Source: an optimization exercise on an open RTL-to-GDS flow (aim: small area, a short achievable clock period and few clock cycles per item). Production flows keep margins and buffers that such runs may drop.
In this exercise RTL edits were held to simulation tests only and were not proved equivalent to the original.

==> design.v <==
module rsa_row #(parameter K = 0, parameter W = 12) (
    input  [W-1:0]  R, B,
    input  [11:0]   X, TB,
    input           en,
    output [W-1:0]  RO,
    output [11:0]   XO,
    output          qo
);
    localparam WR = W - K;
    localparam WX = 12 - K;
    wire [WR:0]   c;
    wire [WR-1:0] d;
    wire [WX:0]   cx;
    wire [WX-1:0] sx;
    assign c[0]  = 1'b1;
    assign cx[0] = 1'b0;
    genvar j;
    generate for (j = 0; j < WR; j = j + 1) begin : bt
        wire x = R[K+j];
        wire y = ~B[j];
        assign d[j]   = x ^ y ^ c[j];
        assign c[j+1] = (x & y) | (x & c[j]) | (y & c[j]);
    end endgenerate
    wire q = en & c[WR];
    wire [WX-1:0] tb = TB[WX-1:0] & {WX{q}};
    generate for (j = 0; j < WX; j = j + 1) begin : bx
        wire x = X[K+j];
        wire y = tb[j];
        assign sx[j]   = x ^ y ^ cx[j];
        assign cx[j+1] = (x & y) | (x & cx[j]) | (y & cx[j]);
    end endgenerate
    assign qo = q;
    generate if (K == 0) begin : k0
        assign RO = q ? d : R;
        assign XO = sx;
    end else begin : kn
        assign RO = {q ? d : R[W-1:K], R[K-1:0]};
        assign XO = {sx, X[K-1:0]};
    end endgenerate
endmodule
module rsa_add #(parameter W = 12) (
    input  [W-1:0] a, b,
    input          ci,
    output [W-1:0] s,
    output         co
);
    wire [W:0] c;
    assign c[0] = ci;
    genvar j;
    generate for (j = 0; j < W; j = j + 1) begin : bt
        assign s[j]   = a[j] ^ b[j] ^ c[j];
        assign c[j+1] = (a[j] & b[j]) | (a[j] & c[j]) | (b[j] & c[j]);
    end endgenerate
    assign co = c[W];
endmodule
module rsa_cneg #(parameter W = 12) (
    input  [W-1:0] x,
    input          n,
    output [W-1:0] y
);
    wire [W-1:0] xi = x ^ {W{n}};
    wire [W:0]   c;
    assign c[0] = n;
    genvar j;
    generate for (j = 0; j < W; j = j + 1) begin : bt
        assign y[j]   = xi[j] ^ c[j];
        assign c[j+1] = xi[j] & c[j];
    end endgenerate
endmodule
module rsa_prep (
    input  [5:0]  p, q,
    output [11:0] N, Eu
);
    wire [11:0] acc [0:5];
    assign acc[0] = {6'd0, p & {6{q[0]}}};
    genvar i;
    generate for (i = 1; i < 6; i = i + 1) begin : mr
        wire [6:0] s;
        wire       co;
        rsa_add #(.W(6)) u_a (.a(acc[i-1][i+5:i]), .b(p & {6{q[i]}}), .ci(1'b0), .s(s[5:0]), .co(co));
        assign s[6] = co;
        if (i < 5) begin : lo
            assign acc[i] = {{(5-i){1'b0}}, s, acc[i-1][i-1:0]};
        end else begin : hi
            assign acc[i] = {s[6:0], acc[i-1][4:0]};
        end
    end endgenerate
    assign N = acc[5];
    wire [11:0] np = {6'h3f, ~p};
    wire [11:0] nq;
    rsa_cneg #(.W(12)) u_nq (.x({6'd0, q}), .n(1'b1), .y(nq));
    wire [11:0] cs = N ^ np ^ nq;
    wire [11:0] cc = (N & np) | (N & nq) | (np & nq);
    wire        co2;
    rsa_add #(.W(12)) u_e (.a(cs), .b({cc[10:0], 1'b1}), .ci(1'b1), .s(Eu), .co(co2));
endmodule
module rsa_key #(parameter WIDTH = 6) (
    input                    clk,
    input                    rst_n,
    input                    in_valid,
    output                   in_ready,
    input  [WIDTH-1:0]       IN_P,
    input  [WIDTH-1:0]       IN_Q,
    input  [WIDTH*2-1:0]     IN_E,
    output reg               out_valid,
    output reg [WIDTH*2-1:0] OUT_N,
    output reg [WIDTH*2-1:0] OUT_D
);
assign in_ready = 1'b1;
reg v0;
reg [5:0] p0, q0;
reg [11:0] e0;
always @(posedge clk or negedge rst_n)
    if (~rst_n) v0 <= 1'b0; else v0 <= in_valid;
always @(posedge clk) begin p0 <= IN_P; q0 <= IN_Q; e0 <= IN_E; end
wire [11:0] c_N, c_Eu, c_A0, c_B0;
rsa_prep u_prep (.p(p0), .q(q0), .N(c_N), .Eu(c_Eu));
rsa_cneg #(.W(12)) u_na (.x(c_Eu), .n(c_Eu[11]), .y(c_A0));
rsa_cneg #(.W(12)) u_nb (.x(e0), .n(e0[11]), .y(c_B0));
wire        c_sp0 = ~(c_Eu[11] ^ e0[11]);
wire [11:0] c1_Bw = c_B0;
wire [11:0] c2_A;
wire [11:0] c3_X;
rsa_row #(.K(11), .W(12)) u_d0_k11 (.R(c_A0), .B(c1_Bw), .X(12'd0), .TB(12'd1), .en((|c_B0 & ~|c1_Bw[11:1])), .RO(c2_A), .XO(c3_X), .qo());
wire [11:0] c4_Bw = c_B0;
wire [11:0] c5_A;
wire [11:0] c6_X;
rsa_row #(.K(10), .W(12)) u_d0_k10 (.R(c2_A), .B(c4_Bw), .X(c3_X), .TB(12'd1), .en((|c_B0 & ~|c4_Bw[11:2])), .RO(c5_A), .XO(c6_X), .qo());
wire [11:0] c7_Bw = c_B0;
wire [11:0] c8_A;
wire [11:0] c9_X;
rsa_row #(.K(9), .W(12)) u_d0_k9 (.R(c5_A), .B(c7_Bw), .X(c6_X), .TB(12'd1), .en((|c_B0 & ~|c7_Bw[11:3])), .RO(c8_A), .XO(c9_X), .qo());
wire [11:0] c10_Bw = c_B0;
wire [11:0] c11_A;
wire [11:0] c12_X;
rsa_row #(.K(8), .W(12)) u_d0_k8 (.R(c8_A), .B(c10_Bw), .X(c9_X), .TB(12'd1), .en((|c_B0 & ~|c10_Bw[11:4])), .RO(c11_A), .XO(c12_X), .qo());
wire [11:0] c13_Bw = c_B0;
wire [11:0] c14_A;
wire [11:0] c15_X;
rsa_row #(.K(7), .W(12)) u_d0_k7 (.R(c11_A), .B(c13_Bw), .X(c12_X), .TB(12'd1), .en((|c_B0 & ~|c13_Bw[11:5])), .RO(c14_A), .XO(c15_X), .qo());
wire [11:0] c16_Bw = c_B0;
wire [11:0] c17_A;
wire [11:0] c18_X;
rsa_row #(.K(6), .W(12)) u_d0_k6 (.R(c14_A), .B(c16_Bw), .X(c15_X), .TB(12'd1), .en((|c_B0 & ~|c16_Bw[11:6])), .RO(c17_A), .XO(c18_X), .qo());
wire [11:0] c19_Bw = c_B0;
wire [11:0] c20_A;
wire [11:0] c21_X;
rsa_row #(.K(5), .W(12)) u_d0_k5 (.R(c17_A), .B(c19_Bw), .X(c18_X), .TB(12'd1), .en((|c_B0 & ~|c19_Bw[11:7])), .RO(c20_A), .XO(c21_X), .qo());
wire [11:0] c22_Bw = c_B0;
wire [11:0] c23_A;
wire [11:0] c24_X;
rsa_row #(.K(4), .W(12)) u_d0_k4 (.R(c20_A), .B(c22_Bw), .X(c21_X), .TB(12'd1), .en((|c_B0 & ~|c22_Bw[11:8])), .RO(c23_A), .XO(c24_X), .qo());
wire [11:0] c25_Bw = c_B0;
wire [11:0] c26_A;
wire [11:0] c27_X;
rsa_row #(.K(3), .W(12)) u_d0_k3 (.R(c23_A), .B(c25_Bw), .X(c24_X), .TB(12'd1), .en((|c_B0 & ~|c25_Bw[11:9])), .RO(c26_A), .XO(c27_X), .qo());
wire [11:0] c28_Bw = c_B0;
wire [11:0] c29_A;
wire [11:0] c30_X;
rsa_row #(.K(2), .W(12)) u_d0_k2 (.R(c26_A), .B(c28_Bw), .X(c27_X), .TB(12'd1), .en((|c_B0 & ~|c28_Bw[11:10])), .RO(c29_A), .XO(c30_X), .qo());
wire [11:0] c31_Bw = c_B0;
wire [11:0] c32_A;
wire [11:0] c33_X;
rsa_row #(.K(1), .W(12)) u_d0_k1 (.R(c29_A), .B(c31_Bw), .X(c30_X), .TB(12'd1), .en((|c_B0 & ~|c31_Bw[11:11])), .RO(c32_A), .XO(c33_X), .qo());
reg v1;
always @(posedge clk or negedge rst_n)
    if (~rst_n) v1 <= 1'b0; else v1 <= v0;
reg [11:0] s1_A;
always @(posedge clk) s1_A <= c32_A;
reg [11:0] s1_B;
always @(posedge clk) s1_B <= c_B0;
reg [11:0] s1_X;
always @(posedge clk) s1_X <= c33_X;
reg s1_sp;
always @(posedge clk) s1_sp <= c_sp0;
reg [11:0] s1_Eu;
always @(posedge clk) s1_Eu <= c_Eu;
reg [11:0] s1_N;
always @(posedge clk) s1_N <= c_N;
wire [11:0] c34_Bw = s1_B;
wire [11:0] c35_A;
wire [11:0] c36_X;
rsa_row #(.K(0), .W(12)) u_d0_k0 (.R(s1_A), .B(c34_Bw), .X(s1_X), .TB(12'd1), .en((|s1_B)), .RO(c35_A), .XO(c36_X), .qo());
wire c37_bnz = |s1_B;
wire [11:0] c38_A = s1_B;
wire [10:0] c39_B = c37_bnz ? c35_A[10:0] : 11'd0;
wire [11:0] c40_X = 12'd1;
wire [11:0] c41_TB = c36_X;
wire c42_par = c37_bnz ? ~1'b0 : 1'b0;
wire c43_sw = c37_bnz ? 1'b0 : ~1'b0;
wire [11:0] c44_Bw = c39_B;
wire [11:0] c45_A;
wire [11:0] c46_X;
rsa_row #(.K(11), .W(12)) u_d1_k11 (.R(c38_A), .B(c44_Bw), .X(c40_X), .TB(c41_TB), .en((|c39_B & ~|c44_Bw[11:1])), .RO(c45_A), .XO(c46_X), .qo());
wire [11:0] c47_Bw = c39_B;
wire [11:0] c48_A;
wire [11:0] c49_X;
rsa_row #(.K(10), .W(12)) u_d1_k10 (.R(c45_A), .B(c47_Bw), .X(c46_X), .TB(c41_TB), .en((|c39_B & ~|c47_Bw[11:2])), .RO(c48_A), .XO(c49_X), .qo());
wire [11:0] c50_Bw = c39_B;
wire [11:0] c51_A;
wire [11:0] c52_X;
rsa_row #(.K(9), .W(12)) u_d1_k9 (.R(c48_A), .B(c50_Bw), .X(c49_X), .TB(c41_TB), .en((|c39_B & ~|c50_Bw[11:3])), .RO(c51_A), .XO(c52_X), .qo());
wire [11:0] c53_Bw = c39_B;
wire [11:0] c54_A;
wire [11:0] c55_X;
rsa_row #(.K(8), .W(12)) u_d1_k8 (.R(c51_A), .B(c53_Bw), .X(c52_X), .TB(c41_TB), .en((|c39_B & ~|c53_Bw[11:4])), .RO(c54_A), .XO(c55_X), .qo());
wire [11:0] c56_Bw = c39_B;
wire [11:0] c57_A;
wire [11:0] c58_X;
rsa_row #(.K(7), .W(12)) u_d1_k7 (.R(c54_A), .B(c56_Bw), .X(c55_X), .TB(c41_TB), .en((|c39_B & ~|c56_Bw[11:5])), .RO(c57_A), .XO(c58_X), .qo());
wire [11:0] c59_Bw = c39_B;
wire [11:0] c60_A;
wire [11:0] c61_X;
rsa_row #(.K(6), .W(12)) u_d1_k6 (.R(c57_A), .B(c59_Bw), .X(c58_X), .TB(c41_TB), .en((|c39_B & ~|c59_Bw[11:6])), .RO(c60_A), .XO(c61_X), .qo());
wire [11:0] c62_Bw = c39_B;
wire [11:0] c63_A;
wire [11:0] c64_X;
rsa_row #(.K(5), .W(12)) u_d1_k5 (.R(c60_A), .B(c62_Bw), .X(c61_X), .TB(c41_TB), .en((|c39_B & ~|c62_Bw[11:7])), .RO(c63_A), .XO(c64_X), .qo());
wire [11:0] c65_Bw = c39_B;
wire [11:0] c66_A;
wire [11:0] c67_X;
rsa_row #(.K(4), .W(12)) u_d1_k4 (.R(c63_A), .B(c65_Bw), .X(c64_X), .TB(c41_TB), .en((|c39_B & ~|c65_Bw[11:8])), .RO(c66_A), .XO(c67_X), .qo());
wire [11:0] c68_Bw = c39_B;
wire [11:0] c69_A;
wire [11:0] c70_X;
rsa_row #(.K(3), .W(12)) u_d1_k3 (.R(c66_A), .B(c68_Bw), .X(c67_X), .TB(c41_TB), .en((|c39_B & ~|c68_Bw[11:9])), .RO(c69_A), .XO(c70_X), .qo());
wire [11:0] c71_Bw = c39_B;
wire [11:0] c72_A;
wire [11:0] c73_X;
rsa_row #(.K(2), .W(12)) u_d1_k2 (.R(c69_A), .B(c71_Bw), .X(c70_X), .TB(c41_TB), .en((|c39_B & ~|c71_Bw[11:10])), .RO(c72_A), .XO(c73_X), .qo());
wire [11:0] c74_Bw = c39_B;
wire [11:0] c75_A;
wire [11:0] c76_X;
rsa_row #(.K(1), .W(12)) u_d1_k1 (.R(c72_A), .B(c74_Bw), .X(c73_X), .TB(c41_TB), .en((|c39_B & ~|c74_Bw[11:11])), .RO(c75_A), .XO(c76_X), .qo());
reg v2;
always @(posedge clk or negedge rst_n)
    if (~rst_n) v2 <= 1'b0; else v2 <= v1;
reg [11:0] s2_A;
always @(posedge clk) s2_A <= c75_A;
reg [10:0] s2_B;
always @(posedge clk) s2_B <= c39_B;
reg [11:0] s2_X;
always @(posedge clk) s2_X <= c76_X;
reg [11:0] s2_TB;
always @(posedge clk) s2_TB <= c41_TB;
reg s2_par;
always @(posedge clk) s2_par <= c42_par;
reg s2_sw;
always @(posedge clk) s2_sw <= c43_sw;
reg s2_sp;
always @(posedge clk) s2_sp <= s1_sp;
reg [11:0] s2_Eu;
always @(posedge clk) s2_Eu <= s1_Eu;
reg [11:0] s2_N;
always @(posedge clk) s2_N <= s1_N;
wire [11:0] c77_Bw = s2_B;
wire [11:0] c78_A;
wire [11:0] c79_X;
rsa_row #(.K(0), .W(12)) u_d1_k0 (.R(s2_A), .B(c77_Bw), .X(s2_X), .TB(s2_TB), .en((|s2_B)), .RO(c78_A), .XO(c79_X), .qo());
wire c80_bnz = |s2_B;
wire [10:0] c81_A = s2_B;
wire [9:0] c82_B = c80_bnz ? c78_A[9:0] : 10'd0;
wire [11:0] c83_X = s2_TB;
wire [11:0] c84_TB = c79_X;
wire c85_par = c80_bnz ? ~s2_par : s2_par;
wire c86_sw = c80_bnz ? s2_sw : ~s2_sw;
wire [10:0] c87_Bw = c82_B;
wire [10:0] c88_A;
wire [11:0] c89_X;
rsa_row #(.K(10), .W(11)) u_d2_k10 (.R(c81_A), .B(c87_Bw), .X(c83_X), .TB(c84_TB), .en((|c82_B & ~|c87_Bw[10:1])), .RO(c88_A), .XO(c89_X), .qo());
wire [10:0] c90_Bw = c82_B;
wire [10:0] c91_A;
wire [11:0] c92_X;
rsa_row #(.K(9), .W(11)) u_d2_k9 (.R(c88_A), .B(c90_Bw), .X(c89_X), .TB(c84_TB), .en((|c82_B & ~|c90_Bw[10:2])), .RO(c91_A), .XO(c92_X), .qo());
wire [10:0] c93_Bw = c82_B;
wire [10:0] c94_A;
wire [11:0] c95_X;
rsa_row #(.K(8), .W(11)) u_d2_k8 (.R(c91_A), .B(c93_Bw), .X(c92_X), .TB(c84_TB), .en((|c82_B & ~|c93_Bw[10:3])), .RO(c94_A), .XO(c95_X), .qo());
wire [10:0] c96_Bw = c82_B;
wire [10:0] c97_A;
wire [11:0] c98_X;
rsa_row #(.K(7), .W(11)) u_d2_k7 (.R(c94_A), .B(c96_Bw), .X(c95_X), .TB(c84_TB), .en((|c82_B & ~|c96_Bw[10:4])), .RO(c97_A), .XO(c98_X), .qo());
wire [10:0] c99_Bw = c82_B;
wire [10:0] c100_A;
wire [11:0] c101_X;
rsa_row #(.K(6), .W(11)) u_d2_k6 (.R(c97_A), .B(c99_Bw), .X(c98_X), .TB(c84_TB), .en((|c82_B & ~|c99_Bw[10:5])), .RO(c100_A), .XO(c101_X), .qo());
wire [10:0] c102_Bw = c82_B;
wire [10:0] c103_A;
wire [11:0] c104_X;
rsa_row #(.K(5), .W(11)) u_d2_k5 (.R(c100_A), .B(c102_Bw), .X(c101_X), .TB(c84_TB), .en((|c82_B & ~|c102_Bw[10:6])), .RO(c103_A), .XO(c104_X), .qo());
wire [10:0] c105_Bw = c82_B;
wire [10:0] c106_A;
wire [11:0] c107_X;
rsa_row #(.K(4), .W(11)) u_d2_k4 (.R(c103_A), .B(c105_Bw), .X(c104_X), .TB(c84_TB), .en((|c82_B & ~|c105_Bw[10:7])), .RO(c106_A), .XO(c107_X), .qo());
wire [10:0] c108_Bw = c82_B;
wire [10:0] c109_A;
wire [11:0] c110_X;
rsa_row #(.K(3), .W(11)) u_d2_k3 (.R(c106_A), .B(c108_Bw), .X(c107_X), .TB(c84_TB), .en((|c82_B & ~|c108_Bw[10:8])), .RO(c109_A), .XO(c110_X), .qo());
wire [10:0] c111_Bw = c82_B;
wire [10:0] c112_A;
wire [11:0] c113_X;
rsa_row #(.K(2), .W(11)) u_d2_k2 (.R(c109_A), .B(c111_Bw), .X(c110_X), .TB(c84_TB), .en((|c82_B & ~|c111_Bw[10:9])), .RO(c112_A), .XO(c113_X), .qo());
wire [10:0] c114_Bw = c82_B;
wire [10:0] c115_A;
wire [11:0] c116_X;
rsa_row #(.K(1), .W(11)) u_d2_k1 (.R(c112_A), .B(c114_Bw), .X(c113_X), .TB(c84_TB), .en((|c82_B & ~|c114_Bw[10:10])), .RO(c115_A), .XO(c116_X), .qo());
wire [10:0] c117_Bw = c82_B;
wire [10:0] c118_A;
wire [11:0] c119_X;
rsa_row #(.K(0), .W(11)) u_d2_k0 (.R(c115_A), .B(c117_Bw), .X(c116_X), .TB(c84_TB), .en((|c82_B)), .RO(c118_A), .XO(c119_X), .qo());
wire c120_bnz = |c82_B;
wire [9:0] c121_A = c82_B;
wire [9:0] c122_B = c120_bnz ? c118_A[9:0] : 10'd0;
wire [11:0] c123_X = c84_TB;
wire [11:0] c124_TB = c119_X;
wire c125_par = c120_bnz ? ~c85_par : c85_par;
wire c126_sw = c120_bnz ? c86_sw : ~c86_sw;
wire [9:0] c127_Bw = c122_B;
wire [9:0] c128_A;
wire [11:0] c129_X;
rsa_row #(.K(9), .W(10)) u_d3_k9 (.R(c121_A), .B(c127_Bw), .X(c123_X), .TB(c124_TB), .en((|c122_B & ~|c127_Bw[9:1])), .RO(c128_A), .XO(c129_X), .qo());
reg v3;
always @(posedge clk or negedge rst_n)
    if (~rst_n) v3 <= 1'b0; else v3 <= v2;
reg [9:0] s3_A;
always @(posedge clk) s3_A <= c128_A;
reg [9:0] s3_B;
always @(posedge clk) s3_B <= c122_B;
reg [11:0] s3_X;
always @(posedge clk) s3_X <= c129_X;
reg [11:0] s3_TB;
always @(posedge clk) s3_TB <= c124_TB;
reg s3_par;
always @(posedge clk) s3_par <= c125_par;
reg s3_sw;
always @(posedge clk) s3_sw <= c126_sw;
reg s3_sp;
always @(posedge clk) s3_sp <= s2_sp;
reg [11:0] s3_Eu;
always @(posedge clk) s3_Eu <= s2_Eu;
reg [11:0] s3_N;
always @(posedge clk) s3_N <= s2_N;
wire [9:0] c130_Bw = s3_B;
wire [9:0] c131_A;
wire [11:0] c132_X;
rsa_row #(.K(8), .W(10)) u_d3_k8 (.R(s3_A), .B(c130_Bw), .X(s3_X), .TB(s3_TB), .en((|s3_B & ~|c130_Bw[9:2])), .RO(c131_A), .XO(c132_X), .qo());
wire [9:0] c133_Bw = s3_B;
wire [9:0] c134_A;
wire [11:0] c135_X;
rsa_row #(.K(7), .W(10)) u_d3_k7 (.R(c131_A), .B(c133_Bw), .X(c132_X), .TB(s3_TB), .en((|s3_B & ~|c133_Bw[9:3])), .RO(c134_A), .XO(c135_X), .qo());
wire [9:0] c136_Bw = s3_B;
wire [9:0] c137_A;
wire [11:0] c138_X;
rsa_row #(.K(6), .W(10)) u_d3_k6 (.R(c134_A), .B(c136_Bw), .X(c135_X), .TB(s3_TB), .en((|s3_B & ~|c136_Bw[9:4])), .RO(c137_A), .XO(c138_X), .qo());
wire [9:0] c139_Bw = s3_B;
wire [9:0] c140_A;
wire [11:0] c141_X;
rsa_row #(.K(5), .W(10)) u_d3_k5 (.R(c137_A), .B(c139_Bw), .X(c138_X), .TB(s3_TB), .en((|s3_B & ~|c139_Bw[9:5])), .RO(c140_A), .XO(c141_X), .qo());
wire [9:0] c142_Bw = s3_B;
wire [9:0] c143_A;
wire [11:0] c144_X;
rsa_row #(.K(4), .W(10)) u_d3_k4 (.R(c140_A), .B(c142_Bw), .X(c141_X), .TB(s3_TB), .en((|s3_B & ~|c142_Bw[9:6])), .RO(c143_A), .XO(c144_X), .qo());
wire [9:0] c145_Bw = s3_B;
wire [9:0] c146_A;
wire [11:0] c147_X;
rsa_row #(.K(3), .W(10)) u_d3_k3 (.R(c143_A), .B(c145_Bw), .X(c144_X), .TB(s3_TB), .en((|s3_B & ~|c145_Bw[9:7])), .RO(c146_A), .XO(c147_X), .qo());
wire [9:0] c148_Bw = s3_B;
wire [9:0] c149_A;
wire [11:0] c150_X;
rsa_row #(.K(2), .W(10)) u_d3_k2 (.R(c146_A), .B(c148_Bw), .X(c147_X), .TB(s3_TB), .en((|s3_B & ~|c148_Bw[9:8])), .RO(c149_A), .XO(c150_X), .qo());
wire [9:0] c151_Bw = s3_B;
wire [9:0] c152_A;
wire [11:0] c153_X;
rsa_row #(.K(1), .W(10)) u_d3_k1 (.R(c149_A), .B(c151_Bw), .X(c150_X), .TB(s3_TB), .en((|s3_B & ~|c151_Bw[9:9])), .RO(c152_A), .XO(c153_X), .qo());
wire [9:0] c154_Bw = s3_B;
wire [9:0] c155_A;
wire [11:0] c156_X;
rsa_row #(.K(0), .W(10)) u_d3_k0 (.R(c152_A), .B(c154_Bw), .X(c153_X), .TB(s3_TB), .en((|s3_B)), .RO(c155_A), .XO(c156_X), .qo());
wire c157_bnz = |s3_B;
wire [9:0] c158_A = s3_B;
wire [8:0] c159_B = c157_bnz ? c155_A[8:0] : 9'd0;
wire [11:0] c160_X = s3_TB;
wire [11:0] c161_TB = c156_X;
wire c162_par = c157_bnz ? ~s3_par : s3_par;
wire c163_sw = c157_bnz ? s3_sw : ~s3_sw;
wire [9:0] c164_Bw = c159_B;
wire [9:0] c165_A;
wire [11:0] c166_X;
rsa_row #(.K(9), .W(10)) u_d4_k9 (.R(c158_A), .B(c164_Bw), .X(c160_X), .TB(c161_TB), .en((|c159_B & ~|c164_Bw[9:1])), .RO(c165_A), .XO(c166_X), .qo());
wire [9:0] c167_Bw = c159_B;
wire [9:0] c168_A;
wire [11:0] c169_X;
rsa_row #(.K(8), .W(10)) u_d4_k8 (.R(c165_A), .B(c167_Bw), .X(c166_X), .TB(c161_TB), .en((|c159_B & ~|c167_Bw[9:2])), .RO(c168_A), .XO(c169_X), .qo());
wire [9:0] c170_Bw = c159_B;
wire [9:0] c171_A;
wire [11:0] c172_X;
rsa_row #(.K(7), .W(10)) u_d4_k7 (.R(c168_A), .B(c170_Bw), .X(c169_X), .TB(c161_TB), .en((|c159_B & ~|c170_Bw[9:3])), .RO(c171_A), .XO(c172_X), .qo());
wire [9:0] c173_Bw = c159_B;
wire [9:0] c174_A;
wire [11:0] c175_X;
rsa_row #(.K(6), .W(10)) u_d4_k6 (.R(c171_A), .B(c173_Bw), .X(c172_X), .TB(c161_TB), .en((|c159_B & ~|c173_Bw[9:4])), .RO(c174_A), .XO(c175_X), .qo());
wire [9:0] c176_Bw = c159_B;
wire [9:0] c177_A;
wire [11:0] c178_X;
rsa_row #(.K(5), .W(10)) u_d4_k5 (.R(c174_A), .B(c176_Bw), .X(c175_X), .TB(c161_TB), .en((|c159_B & ~|c176_Bw[9:5])), .RO(c177_A), .XO(c178_X), .qo());
wire [9:0] c179_Bw = c159_B;
wire [9:0] c180_A;
wire [11:0] c181_X;
rsa_row #(.K(4), .W(10)) u_d4_k4 (.R(c177_A), .B(c179_Bw), .X(c178_X), .TB(c161_TB), .en((|c159_B & ~|c179_Bw[9:6])), .RO(c180_A), .XO(c181_X), .qo());
reg v4;
always @(posedge clk or negedge rst_n)
    if (~rst_n) v4 <= 1'b0; else v4 <= v3;
reg [9:0] s4_A;
always @(posedge clk) s4_A <= c180_A;
reg [8:0] s4_B;
always @(posedge clk) s4_B <= c159_B;
reg [11:0] s4_X;
always @(posedge clk) s4_X <= c181_X;
reg [11:0] s4_TB;
always @(posedge clk) s4_TB <= c161_TB;
reg s4_par;
always @(posedge clk) s4_par <= c162_par;
reg s4_sw;
always @(posedge clk) s4_sw <= c163_sw;
reg s4_sp;
always @(posedge clk) s4_sp <= s3_sp;
reg [11:0] s4_Eu;
always @(posedge clk) s4_Eu <= s3_Eu;
reg [11:0] s4_N;
always @(posedge clk) s4_N <= s3_N;
wire [9:0] c182_Bw = s4_B;
wire [9:0] c183_A;
wire [11:0] c184_X;
rsa_row #(.K(3), .W(10)) u_d4_k3 (.R(s4_A), .B(c182_Bw), .X(s4_X), .TB(s4_TB), .en((|s4_B & ~|c182_Bw[9:7])), .RO(c183_A), .XO(c184_X), .qo());
wire [9:0] c185_Bw = s4_B;
wire [9:0] c186_A;
wire [11:0] c187_X;
rsa_row #(.K(2), .W(10)) u_d4_k2 (.R(c183_A), .B(c185_Bw), .X(c184_X), .TB(s4_TB), .en((|s4_B & ~|c185_Bw[9:8])), .RO(c186_A), .XO(c187_X), .qo());
wire [9:0] c188_Bw = s4_B;
wire [9:0] c189_A;
wire [11:0] c190_X;
rsa_row #(.K(1), .W(10)) u_d4_k1 (.R(c186_A), .B(c188_Bw), .X(c187_X), .TB(s4_TB), .en((|s4_B & ~|c188_Bw[9:9])), .RO(c189_A), .XO(c190_X), .qo());
wire [9:0] c191_Bw = s4_B;
wire [9:0] c192_A;
wire [11:0] c193_X;
rsa_row #(.K(0), .W(10)) u_d4_k0 (.R(c189_A), .B(c191_Bw), .X(c190_X), .TB(s4_TB), .en((|s4_B)), .RO(c192_A), .XO(c193_X), .qo());
wire c194_bnz = |s4_B;
wire [8:0] c195_A = s4_B;
wire [8:0] c196_B = c194_bnz ? c192_A[8:0] : 9'd0;
wire [11:0] c197_X = s4_TB;
wire [11:0] c198_TB = c193_X;
wire c199_par = c194_bnz ? ~s4_par : s4_par;
wire c200_sw = c194_bnz ? s4_sw : ~s4_sw;
wire [8:0] c201_Bw = c196_B;
wire [8:0] c202_A;
wire [11:0] c203_X;
rsa_row #(.K(8), .W(9)) u_d5_k8 (.R(c195_A), .B(c201_Bw), .X(c197_X), .TB(c198_TB), .en((|c196_B & ~|c201_Bw[8:1])), .RO(c202_A), .XO(c203_X), .qo());
wire [8:0] c204_Bw = c196_B;
wire [8:0] c205_A;
wire [11:0] c206_X;
rsa_row #(.K(7), .W(9)) u_d5_k7 (.R(c202_A), .B(c204_Bw), .X(c203_X), .TB(c198_TB), .en((|c196_B & ~|c204_Bw[8:2])), .RO(c205_A), .XO(c206_X), .qo());
wire [8:0] c207_Bw = c196_B;
wire [8:0] c208_A;
wire [11:0] c209_X;
rsa_row #(.K(6), .W(9)) u_d5_k6 (.R(c205_A), .B(c207_Bw), .X(c206_X), .TB(c198_TB), .en((|c196_B & ~|c207_Bw[8:3])), .RO(c208_A), .XO(c209_X), .qo());
wire [8:0] c210_Bw = c196_B;
wire [8:0] c211_A;
wire [11:0] c212_X;
rsa_row #(.K(5), .W(9)) u_d5_k5 (.R(c208_A), .B(c210_Bw), .X(c209_X), .TB(c198_TB), .en((|c196_B & ~|c210_Bw[8:4])), .RO(c211_A), .XO(c212_X), .qo());
wire [8:0] c213_Bw = c196_B;
wire [8:0] c214_A;
wire [11:0] c215_X;
rsa_row #(.K(4), .W(9)) u_d5_k4 (.R(c211_A), .B(c213_Bw), .X(c212_X), .TB(c198_TB), .en((|c196_B & ~|c213_Bw[8:5])), .RO(c214_A), .XO(c215_X), .qo());
wire [8:0] c216_Bw = c196_B;
wire [8:0] c217_A;
wire [11:0] c218_X;
rsa_row #(.K(3), .W(9)) u_d5_k3 (.R(c214_A), .B(c216_Bw), .X(c215_X), .TB(c198_TB), .en((|c196_B & ~|c216_Bw[8:6])), .RO(c217_A), .XO(c218_X), .qo());
wire [8:0] c219_Bw = c196_B;
wire [8:0] c220_A;
wire [11:0] c221_X;
rsa_row #(.K(2), .W(9)) u_d5_k2 (.R(c217_A), .B(c219_Bw), .X(c218_X), .TB(c198_TB), .en((|c196_B & ~|c219_Bw[8:7])), .RO(c220_A), .XO(c221_X), .qo());
wire [8:0] c222_Bw = c196_B;
wire [8:0] c223_A;
wire [11:0] c224_X;
rsa_row #(.K(1), .W(9)) u_d5_k1 (.R(c220_A), .B(c222_Bw), .X(c221_X), .TB(c198_TB), .en((|c196_B & ~|c222_Bw[8:8])), .RO(c223_A), .XO(c224_X), .qo());
wire [8:0] c225_Bw = c196_B;
wire [8:0] c226_A;
wire [11:0] c227_X;
rsa_row #(.K(0), .W(9)) u_d5_k0 (.R(c223_A), .B(c225_Bw), .X(c224_X), .TB(c198_TB), .en((|c196_B)), .RO(c226_A), .XO(c227_X), .qo());
wire c228_bnz = |c196_B;
wire [8:0] c229_A = c196_B;
wire [7:0] c230_B = c228_bnz ? c226_A[7:0] : 8'd0;
wire [11:0] c231_X = c198_TB;
wire [11:0] c232_TB = c227_X;
wire c233_par = c228_bnz ? ~c199_par : c199_par;
wire c234_sw = c228_bnz ? c200_sw : ~c200_sw;
wire f_z = ~|c230_B;
wire [11:0] f_u = (f_z & ~c234_sw) ? c231_X : c232_TB;
wire f_neg = s4_sp & ~(f_z ? c233_par : ~c233_par);
wire [11:0] f_Eu = s4_Eu;
wire f_m = (f_neg & |f_u) | f_u[11];   
wire [11:0] f_df, f_ndf;
wire f_ge;
rsa_add #(.W(12)) u_df (.a(f_u), .b(~f_Eu), .ci(1'b1), .s(f_df), .co(f_ge));
rsa_cneg #(.W(12)) u_nd (.x(f_df), .n(1'b1), .y(f_ndf));
wire f_gt = f_ge & |f_df;
wire [11:0] f_D = f_m ? f_ndf : f_gt ? f_df : f_u;
always @(posedge clk or negedge rst_n)
    if (~rst_n) out_valid <= 1'b0; else out_valid <= v4;
always @(posedge clk) begin OUT_N <= s4_N; OUT_D <= f_D; end
endmodule
==> run.sh <==
#!/bin/bash
# synth_recipe.tcl (not shown) runs the flow's synth.tcl, then flattens the netlist and writes it again
# the make line also repeats each setting of config.mk as NAME=value (left out here)
make -C /OpenROAD-flow-scripts/flow DESIGN_CONFIG=/design/flow/config.mk WORK_HOME=/design/flow/orfs CLKGATE_MAP_FILE= SYNTH_SCRIPT=/design/flow/synth_recipe.tcl finish
==> config.mk <==
export PLATFORM = sky130hd
export DESIGN_NAME = rsa_key
export DESIGN_NICKNAME = rsa_key
export VERILOG_FILES = /design/flow/design.v
export SDC_FILE = /design/flow/constraint.sdc
export NUM_CORES = 4
export LEC_CHECK = 0
export ABC_AREA = 1
export CAP_MARGIN = 20
export CORE_MARGIN = 2
export CORE_UTILIZATION = 40
export SLEW_MARGIN = 20
==> constraint.sdc <==
create_clock -name core_clock -period 210.0 [get_ports {clk}]
set_input_delay 42.0000 -clock core_clock [delete_from_list [all_inputs] [get_ports {clk}]]
set_output_delay 42.0000 -clock core_clock [all_outputs]
set_load 0.01 [all_outputs]
==> flow_summary.json <==
{
  "worst-path-stages": 1,
  "synth-edff-count": 0,
  "crit_end": "OUT_D[10]",
  "cts_sinks": 327,
  "syn_area_per_cell_sq_um": 8.954,
  "dp_cells": 4738,
  "grt-ovfl-total": 0,
  "htree_num_levels": 2,
  "finalSetupTns_ns": 0,
  "gp_congestion": 0.8631,
  "vias": 22420,
  "netlist_area_sq_um": 32920,
  "final_util": 0.4365,
  "clock_latency_ns": 0.57,
  "synth-seq-cells": 327,
  "ctsRootBufferMaster": "clkbuf_16",
  "critPathLaunchType": "flip-flop",
  "dp_slack_ns": 167.15,
  "synth_fp_nets": 4486,
  "yosys_warnings": 2,
  "finalNonFillerCells": 4802,
  "hold_violations": 0,
  "viasPerCell": 4.668,
  "drt_first_pass_iters": 5,
  "synth-async-reset-ratio": 0.01835,
  "seq_area_sq_um": 6576,
  "io_buffers": 51,
  "dp_hpwl_mm": 60.69,
  "arrival_ns": 1.40,
  "wl_per_cell_um": 14.88,
  "r2r_end": "s3_TB[11]$_DFF_P_",
  "worst_slew_pin_slew_ns": 0.8544,
  "multi_input_area_sq_um": 23230,
  "crit_required_ns": 168.00,
  "dieHeight_um": 290.9,
  "crit_family": "buffers and inverters",
  "drt.antenna.violating_nets": 0,
  "grtUsageTotal": 0.1783,
  "r2r_start": "s2_B[0]$_DFF_P_",
  "route.detailed.drc": 0,
  "rows": 105,
  "die_area_sq_um": 84620,
  "post-route-min-period_ns": 43.40,
  "antenna_found_initial": 0,
  "drt_iter0_drc": 1034,
  "endpoint_kind": "output port",
  "grt_first_pass_wirelength_mm": 122.2,
  "synth_top_area_cell": "fa_1",
  "initial_core_util": 0.4022,
  "cap_violations": 0,
  "grt_start_max_net_pins": 24,
  "synth_top_cells_by_area": "fa_1 38%, dfxtp_1 20%, nand2_1 8.9%, inv_1 7.8%, ha_1 6.3%",
  "r2r_cells": 134,
  "crit_buf_inv": 1,
  "worst_hold_slack_ns": 0.3181,
  "pin_count": 53,
  "worst_path_max_delay_cell": "clkdlybuf4s50_1",
  "synth_cell_types": 62,
  "timing.final.crit_share": 0.2067,
  "antenna_cells": 0,
  "postRouteWirelength_mm": 71.48,
  "drive_above_1_share": 0.05064,
  "cts_tree": "done",
  "critical_path.cell_chain": "clkdlybuf4s50_1",
  "hold_path_class": "reg2reg",
  "crit_type": "reg2out",
  "ctsHoldBuffers": 0,
  "postCtsSetupBuffers": 0,
  "finalSetupViolCount": 0,
  "yosys.area.top_type_share": 0.3752,
  "fmax_ghz": 0.02304,
  "clockBufferDepth": 3,
  "cts-resized-gates": 0,
  "crit_path_max_fanout": 1,
  "area_growth_pct": 8.520,
  "rsz0062_at_grt": "no",
  "synth_ff_type": "dfxtp_1",
  "fin_nets": 4516,
  "post-route-worst-setup-slack_ns": 166.60,
  "crit_path_start": "OUT_D[10]$_DFF_P_",
  "grt_pass1_vias": 23220,
  "cts_made_buffers": 37,
  "finClkSkew_ns": 0.03071,
  "syn_inst": 3677,
  "drv_slew": 0,
  "status": "complete, no violations",
  "max_slew_margin": 0.4252,
  "fillers": 8085,
  "die_w_um": 290.9,
  "path_clk_slew_ns": 0.06,
  "core_sq_um": 81850,
  "r2r_setup_slack_ns": 167.09,
  "critPathMaxStageDelay_ns": 0.55,
  "ys_seq_area_frac": 0.1997
}
[area by class of cell]
cell class | count | area share
multi-input cells | 2557 | 0.6501
flip-flops and latches | 327 | 0.1841
inverters | 721 | 0.07589
well taps | 1070 | 0.03747
clock buffers | 48 | 0.02907
repair buffers | 63 | 0.01681
clock inverters | 16 | 0.006584
[worst reg2reg max path: cells and delay by family, from the launching register on]
family,cells,cell delay (ns)
buffers and inverters,18,2.94
flip-flops,1,0.38
AO/OA/AOI/OAI,11,3.32
XOR/XNOR,5,0.96
adder cells (fa/ha/maj),75,28.06
AND/OR/NAND/NOR,25,7.11
[cell families after synthesis]
kind of cell             Yosys count  share of synthesized area
AND/OR/NAND/NOR                 1423                     0.1872
buffers and inverters            793                    0.09474
adder cells (fa/ha/maj)          782                     0.4379
flip-flops                       327                     0.1997
AO/OA/AOI/OAI                    180                    0.03325
XOR/XNOR                         129                    0.03432
multiplexers                      42                    0.01277
other                              1                  0.0001139
[cells in the mapped netlist, types with 42 or more instances]
cell,number
nand2_1,777
inv_1,687
fa_1,617
nor2_1,388
dfxtp_1,321
ha_1,165
nand3_1,92
o21ai_0,80
xor2_1,79
a31oi_1,56
xnor2_1,50
mux2i_1,42
[per-stage QoR]
step           area (sq um)
2_1_floorplan         32920
3_3_place_gp          34450
3_5_place_dp          34450
4_1_cts               35730
5_1_grt               35730
6_report              35730
[how the worst min path moves through the flow]
stage	start	end	slack, ns	depth (start not counted)
after global routing	s1_N[11]$_DFF_P_	s2_N[11]$_DFF_P_	0.32	0
final	s3_Eu[11]$_DFF_P_	s4_Eu[11]$_DFF_P_	0.32	0
after CTS	s3_Eu[11]$_DFF_P_	s4_Eu[11]$_DFF_P_	0.32	0
after global placement	s2_Eu[1]$_DFF_P_	s3_Eu[1]$_DFF_P_	0.31	0
after detailed placement	s4_N[0]$_DFF_P_	OUT_N[0]$_DFF_P_	0.31	0
after floorplan	s4_N[0]$_DFF_P_	OUT_N[0]$_DFF_P_	0.31	0
[per-layer routing]
metal  track usage  routed length, um
met5             0                  0
met4       0.04537               1708
met3       0.01978               2298
met2        0.2988              34400
met1        0.2466              33070
[cells in the final DEF (no fill, tap or decap), types with 51 or more instances in the layout]
master	n
nand3_1	92
dfxtp_1	321
fa_1	617
nand2_1	777
xor2_1	79
clkdlybuf4s50_1	51
inv_1	687
nor2_1	388
o21ai_0	80
ha_1	165
a31oi_1	56
Testbench counts, summed over its fixed seeds: cycles 2,448, items 2,400.

==> afterwards: timing with drivers on the ports <==
How much do the figures lean on ideal ports? The routed layout below was timed once more, with nothing changed but the port constraints.
Step 1, drivers: a clkbuf_16 drives clk and a buf_2 each remaining input, both assumed.
Step 2 times the ports against the registers' clock, not the clock port: input delays grow and output delays shrink by t, the midpoint of the rising clock arrivals with the driver on.
Three values: ideal ports, drivers, drivers and shift; two values: the first two.
t (ns): 0.610
slack for setup (ns): 166.602 / 166.542 / 167.090
worst hold slack (ns): 0.318 / 0.318 / 0.318
After both steps setup and hold are still met in this run. For this run, drivers alone change the setup slack by -0.060 ns; drivers and shift together by +0.488 ns.
